This is an optimization exercise on Yosys and OpenROAD, whose aim is small area, a short achievable clock period and few clock cycles, not a production implementation.
Where RTL was checked, it was by simulation tests only, not by an equivalence proof against the original.
No activity file was given, so power comes from the tool's default toggle rates.

==> flow/design.v <==
module ME(
    input clk,
    input rst_n,
    input block_valid,
    input area_valid,
    input [7:0] in_data,
    output logic out_valid,
    output logic signed [2:0] out_vector
);
logic [7:0] blk [0:15];
always_ff @(posedge clk)
    if (block_valid) begin
        for (int k = 0; k < 15; k++) blk[k] <= blk[k+1];
        blk[15] <= in_data;
    end
logic [7:0] pix;
always_ff @(posedge clk) pix <= in_data;
logic [7:0] adv [0:15];
logic       adc [0:15];
always_ff @(posedge clk)
    for (int k = 0; k < 16; k++)
        {adc[k], adv[k]} <= {1'b0, pix} + {1'b0, ~blk[k]};
function automatic [11:0] psmask(input integer s);
    integer n;
    n = (s / 8) * 4 + ((s % 8) < 3 ? (s % 8) : 3) + 1;    
    psmask = n == 1 ? 12'h0ff : n == 2 ? 12'h1ff : n <= 4 ? 12'h3ff : n <= 8 ? 12'h7ff : 12'hfff;
endfunction
logic [11:0] ps [0:27];
always_ff @(posedge clk)
    for (int s = 0; s < 28; s++)
        if (s % 8 < 4)
            ps[s] <= ((s == 0 ? 12'd0 : ps[s-1])
                      + {4'd0, adv[(s/8)*4 + s%8] ^ {8{~adc[(s/8)*4 + s%8]}}}
                      + {11'd0, adc[(s/8)*4 + s%8]}) & psmask(s);
        else
            ps[s] <= ps[s-1];
wire [11:0] sad = ps[27];
logic [5:0] idx0, idx1, idx2;
logic v0, v1, v2;
always_ff @(posedge clk, negedge rst_n)
    if (!rst_n) begin
        v0 <= 1'b0;
        v1 <= 1'b0;
        v2 <= 1'b0;
    end else begin
        v0 <= area_valid;
        v1 <= v0;
        v2 <= v1;
    end
always_ff @(posedge clk) begin
    idx0 <= block_valid ? 6'd0 : idx0 + {5'd0, v0};
    idx1 <= idx0;
    idx2 <= idx1;
end
wire win_ok = v2 && idx2[5:3] >= 3'd3 && idx2[2:0] >= 3'd3;
wire first  = idx2 == 6'd27;
logic [11:0] min_sad;
wire better = first || sad < min_sad;
logic [2:0] min_x, min_y;
wire [2:0] cur_x = idx2[2:0] - 3'd5;    
wire [2:0] cur_y = 3'd5 - idx2[5:3];    
always_ff @(posedge clk)
    if (win_ok && better) begin
        min_sad <= sad;
        min_x   <= cur_x;
        min_y   <= cur_y;
    end
wire last = v2 && idx2 == 6'd63;
logic second;
always_ff @(posedge clk, negedge rst_n)
    if (!rst_n) begin
        out_valid  <= 1'b0;
        second     <= 1'b0;
        out_vector <= 3'd0;
    end else begin
        second <= 1'b0;
        if (last) begin
            out_valid  <= 1'b1;
            out_vector <= better ? cur_x : min_x;
            second     <= 1'b1;
        end else if (second) begin
            out_vector <= min_y;
        end else begin
            out_valid  <= 1'b0;
            out_vector <= 3'd0;
        end
    end
endmodule
make LEC_CHECK=0 ABC_CLOCK_PERIOD_IN_PS=2500 CAP_MARGIN=20 CORE_MARGIN=2 CORE_UTILIZATION=40 SETUP_SLACK_MARGIN=3.0 SLEW_MARGIN=20 TNS_END_PERCENT=100 finish   # period 5.5 ns
run.sh (not shown) runs the stock make flow with config.mk's settings and CLKGATE_MAP_FILE= SYNTH_SCRIPT=/design/flow/synth_recipe.tcl, a recipe that flattens the netlist after the stock synthesis.
Testbench counts at the start, summed over its fixed seeds: cycles 43,520.
Next try:
--- a/flow/design.v
+++ b/flow/design.v
@@ -15,10 +15,14 @@
     end
 logic [7:0] pix;
-always_ff @(posedge clk) pix <= in_data;
-logic [7:0] adv [0:15];
-logic       adc [0:15];
-always_ff @(posedge clk)
-    for (int k = 0; k < 16; k++)
-        {adc[k], adv[k]} <= {1'b0, pix} + {1'b0, ~blk[k]};
+logic [15:0] gt;
+always_ff @(posedge clk) begin
+    pix <= in_data;
+    for (int k = 0; k < 16; k++) gt[k] <= in_data > blk[k];
+end
+function automatic [11:0] addabs(input [11:0] p, input [7:0] a, input [7:0] b, input g);
+    logic [7:0] m;
+    m = {8{~g}};
+    addabs = p + {4'hf, a ^ m} + {4'h0, ~b ^ m} + 12'd1;
+endfunction
 function automatic [11:0] psmask(input integer s);
     integer n;
@@ -30,34 +34,30 @@
     for (int s = 0; s < 28; s++)
         if (s % 8 < 4)
-            ps[s] <= ((s == 0 ? 12'd0 : ps[s-1])
-                      + {4'd0, adv[(s/8)*4 + s%8] ^ {8{~adc[(s/8)*4 + s%8]}}}
-                      + {11'd0, adc[(s/8)*4 + s%8]}) & psmask(s);
+            ps[s] <= addabs(s == 0 ? 12'd0 : ps[s-1], pix, blk[(s/8)*4 + s%8], gt[(s/8)*4 + s%8])
+                     & psmask(s);
         else
             ps[s] <= ps[s-1];
 wire [11:0] sad = ps[27];
-logic [5:0] idx0, idx1, idx2;
-logic v0, v1, v2;
+logic [5:0] idx0, idx1;
+logic v0, v1;
 always_ff @(posedge clk, negedge rst_n)
     if (!rst_n) begin
         v0 <= 1'b0;
         v1 <= 1'b0;
-        v2 <= 1'b0;
     end else begin
         v0 <= area_valid;
         v1 <= v0;
-        v2 <= v1;
     end
 always_ff @(posedge clk) begin
     idx0 <= block_valid ? 6'd0 : idx0 + {5'd0, v0};
     idx1 <= idx0;
-    idx2 <= idx1;
 end
-wire win_ok = v2 && idx2[5:3] >= 3'd3 && idx2[2:0] >= 3'd3;
-wire first  = idx2 == 6'd27;
+wire win_ok = v1 && idx1[5:3] >= 3'd3 && idx1[2:0] >= 3'd3;
+wire first  = idx1 == 6'd27;
 logic [11:0] min_sad;
 wire better = first || sad < min_sad;
 logic [2:0] min_x, min_y;
-wire [2:0] cur_x = idx2[2:0] - 3'd5;    
-wire [2:0] cur_y = 3'd5 - idx2[5:3];    
+wire [2:0] cur_x = idx1[2:0] - 3'd5;    
+wire [2:0] cur_y = 3'd5 - idx1[5:3];    
 always_ff @(posedge clk)
     if (win_ok && better) begin
@@ -66,5 +66,5 @@
         min_y   <= cur_y;
     end
-wire last = v2 && idx2 == 6'd63;
+wire last = v1 && idx1 == 6'd63;
 logic second;
 always_ff @(posedge clk, negedge rst_n)
Effect: The changed run completed with no timing, DRC or antenna violations. Clock-buffer cell count came out lower by 15. Sequential power came out lower by 17%. Routed wire length came out higher by 21%. Die area came out higher by 2.1%. Worst setup slack gets worse by 750 ps.
Function not checked in the second run of this note: the RTL went through the layout flow alone.

Starts from the design.v that is shown in full above.
clock: 5.5 ns
lec_check: 0
abc_clock_period_in_ps: 2200
cap_margin: 20
core_margin: 2
core_utilization: 40
setup_slack_margin: 3.3
slew_margin: 20
tns_end_percent: 100
The starting point ran to the end with no violations.
Testbench counts at the start, summed over its fixed seeds: cycles 43,520.
Next try:
--- a/flow/design.v
+++ b/flow/design.v
@@ -18,8 +18,12 @@
 logic [7:0] adv [0:15];
 logic       adc [0:15];
 always_ff @(posedge clk)
-    for (int k = 0; k < 16; k++)
-        {adc[k], adv[k]} <= {1'b0, pix} + {1'b0, ~blk[k]};
+    for (int k = 0; k < 16; k++) begin
+        logic [8:0] e;
+        e = {1'b0, pix} + {1'b0, ~blk[k]};
+        adv[k] <= e[7:0] ^ {8{~e[8]}};
+        adc[k] <= e[8];
+    end
 function automatic [11:0] psmask(input integer s);
     integer n;
     n = (s / 8) * 4 + ((s % 8) < 3 ? (s % 8) : 3) + 1;    
@@ -29,8 +33,7 @@
 always_ff @(posedge clk)
     for (int s = 0; s < 28; s++)
         if (s % 8 < 4)
-            ps[s] <= ((s == 0 ? 12'd0 : ps[s-1])
-                      + {4'd0, adv[(s/8)*4 + s%8] ^ {8{~adc[(s/8)*4 + s%8]}}}
+            ps[s] <= ((s == 0 ? 12'd0 : ps[s-1]) + {4'd0, adv[(s/8)*4 + s%8]}
                       + {11'd0, adc[(s/8)*4 + s%8]}) & psmask(s);
         else
             ps[s] <= ps[s-1];
Result: The changed run went through all stages and came out clean. Die area goes up by a few percent. Total power goes up slightly. Sequential share of layout area goes down by 4.2 points. Worst setup slack loses 240 ps. Sequential power hardly moves. Utilization goes up by 3.1 points. Maximum frequency goes down by roughly a tenth. Clock-buffer cell count goes down by 4. Critical path depth goes up by 9. Register-to-register slack loses 330 ps.
No functional check of the RTL was part of the second run of this note.

Setup of old:
RTL: the design.v shown in full above, as it stands there.
clock: 5.5 ns
lec_check: 0
abc_clock_period_in_ps: 2000
cap_margin: 20
core_margin: 2
core_utilization: 40
setup_slack_margin: 3.5
slew_margin: 20
tns_end_percent: 100
Testbench counts of old, summed over its fixed seeds: cycles 43,520.
> inputs changed (old -> new)
-- flow/design.v --
<<< old, line 19
logic       adc [0:15];
always_ff @(posedge clk)
    for (int k = 0; k < 16; k++)
        {adc[k], adv[k]} <= {1'b0, pix} + {1'b0, ~blk[k]};
function automatic [11:0] psmask(input integer s);
    integer n;
>>> new, line 19
logic       adc [0:15];
always_ff @(posedge clk)
    for (int k = 0; k < 16; k++) begin
        logic [8:0] e;
        e = {1'b0, pix} + {1'b0, ~blk[k]};
        adv[k] <= e[7:0] ^ {8{~e[8]}};
        adc[k] <= e[8];
    end
function automatic [11:0] psmask(input integer s);
    integer n;
<<< old, line 30
    for (int s = 0; s < 28; s++)
        if (s % 8 < 4)
            ps[s] <= ((s == 0 ? 12'd0 : ps[s-1])
                      + {4'd0, adv[(s/8)*4 + s%8] ^ {8{~adc[(s/8)*4 + s%8]}}}
                      + {11'd0, adc[(s/8)*4 + s%8]}) & psmask(s);
        else
>>> new, line 34
    for (int s = 0; s < 28; s++)
        if (s % 8 < 4)
            ps[s] <= ((s == 0 ? 12'd0 : ps[s-1]) + {4'd0, adv[(s/8)*4 + s%8]}
                      + {11'd0, adc[(s/8)*4 + s%8]}) & psmask(s);
        else
[summary]
Compared with old, synthesized cell count in new increased by a few percent.
Cmp new vs old: total power consumption of the routed design lower in new
Looking at wire length after detailed routing, new sits 2800 um higher than old does.
Changes observed in new relative to old: worst hold slack closely matched the old numbers, area taken by multi-input logic gates moved up, amount of wire on met2 after detailed routing shows an increase of 1700 um.
On maximum fanout count along the critical path: between old and new, it ends up higher for new.
For the sequential share of layout area, new came in 2.0 points lower than old did.
Re die footprint: old was lower than new.
Re count of clock-buffer cells in the layout: new is about 2.2% up on old.
new: pre-CTS setup slack is 0.054 ns higher than what old reported.
Relative to old, xor and xnor area share after synthesis has decreased by 0.97 points in new.
The RTL of new was laid out without a check of its function.

[static timing again, ports no longer ideal]
The results above use ideal ports. As a check the final layouts listed here were re-extracted and re-timed, cells and wires unchanged.
Step 1 assumes that a clkbuf_16 drives the clock port and a buf_2 every other input.
Step 2 adds t to the input delays and takes it off the output delays; t is the mean of the earliest and latest rising clock arrival at the registers after step 1. Input paths then give back, and output paths get back, about the clock's delay inside the block.
Three values: ideal ports, drivers, drivers and shift; two values: the first two.
run | shift t [ns] | setup WS [ns] | slew at the worst register clock pin (ns) | worst slew at a driven data input, ns | pins driven straight from the clock port
the first run of note 1 | 0.655 | 3.117 / 3.082 / 2.632 | 0.06 / 0.06 | 0.09 | 1
the second run of note 1 | 0.647 | 2.369 / 2.369 / 2.369 | 0.07 / 0.07 | 0.07 | 1
the first run of note 2 | 0.651 | 3.293 / 3.233 / 2.829 | 0.06 / 0.06 | 0.06 | 1
the second run of note 2 | 0.653 | 3.057 / 3.057 / 2.764 | 0.07 / 0.07 | 0.04 | 1
old | 0.653 | 3.300 / 3.240 / 2.963 | 0.07 / 0.07 | 0.07 | 1
new | 0.639 | 3.075 / 3.075 / 3.025 | 0.07 / 0.07 | 0.04 | 1
After both steps every run listed still meets setup and hold. For the first run of note 1, which loses most, drivers alone change the setup slack by -0.035 ns; drivers and shift together by -0.485 ns.
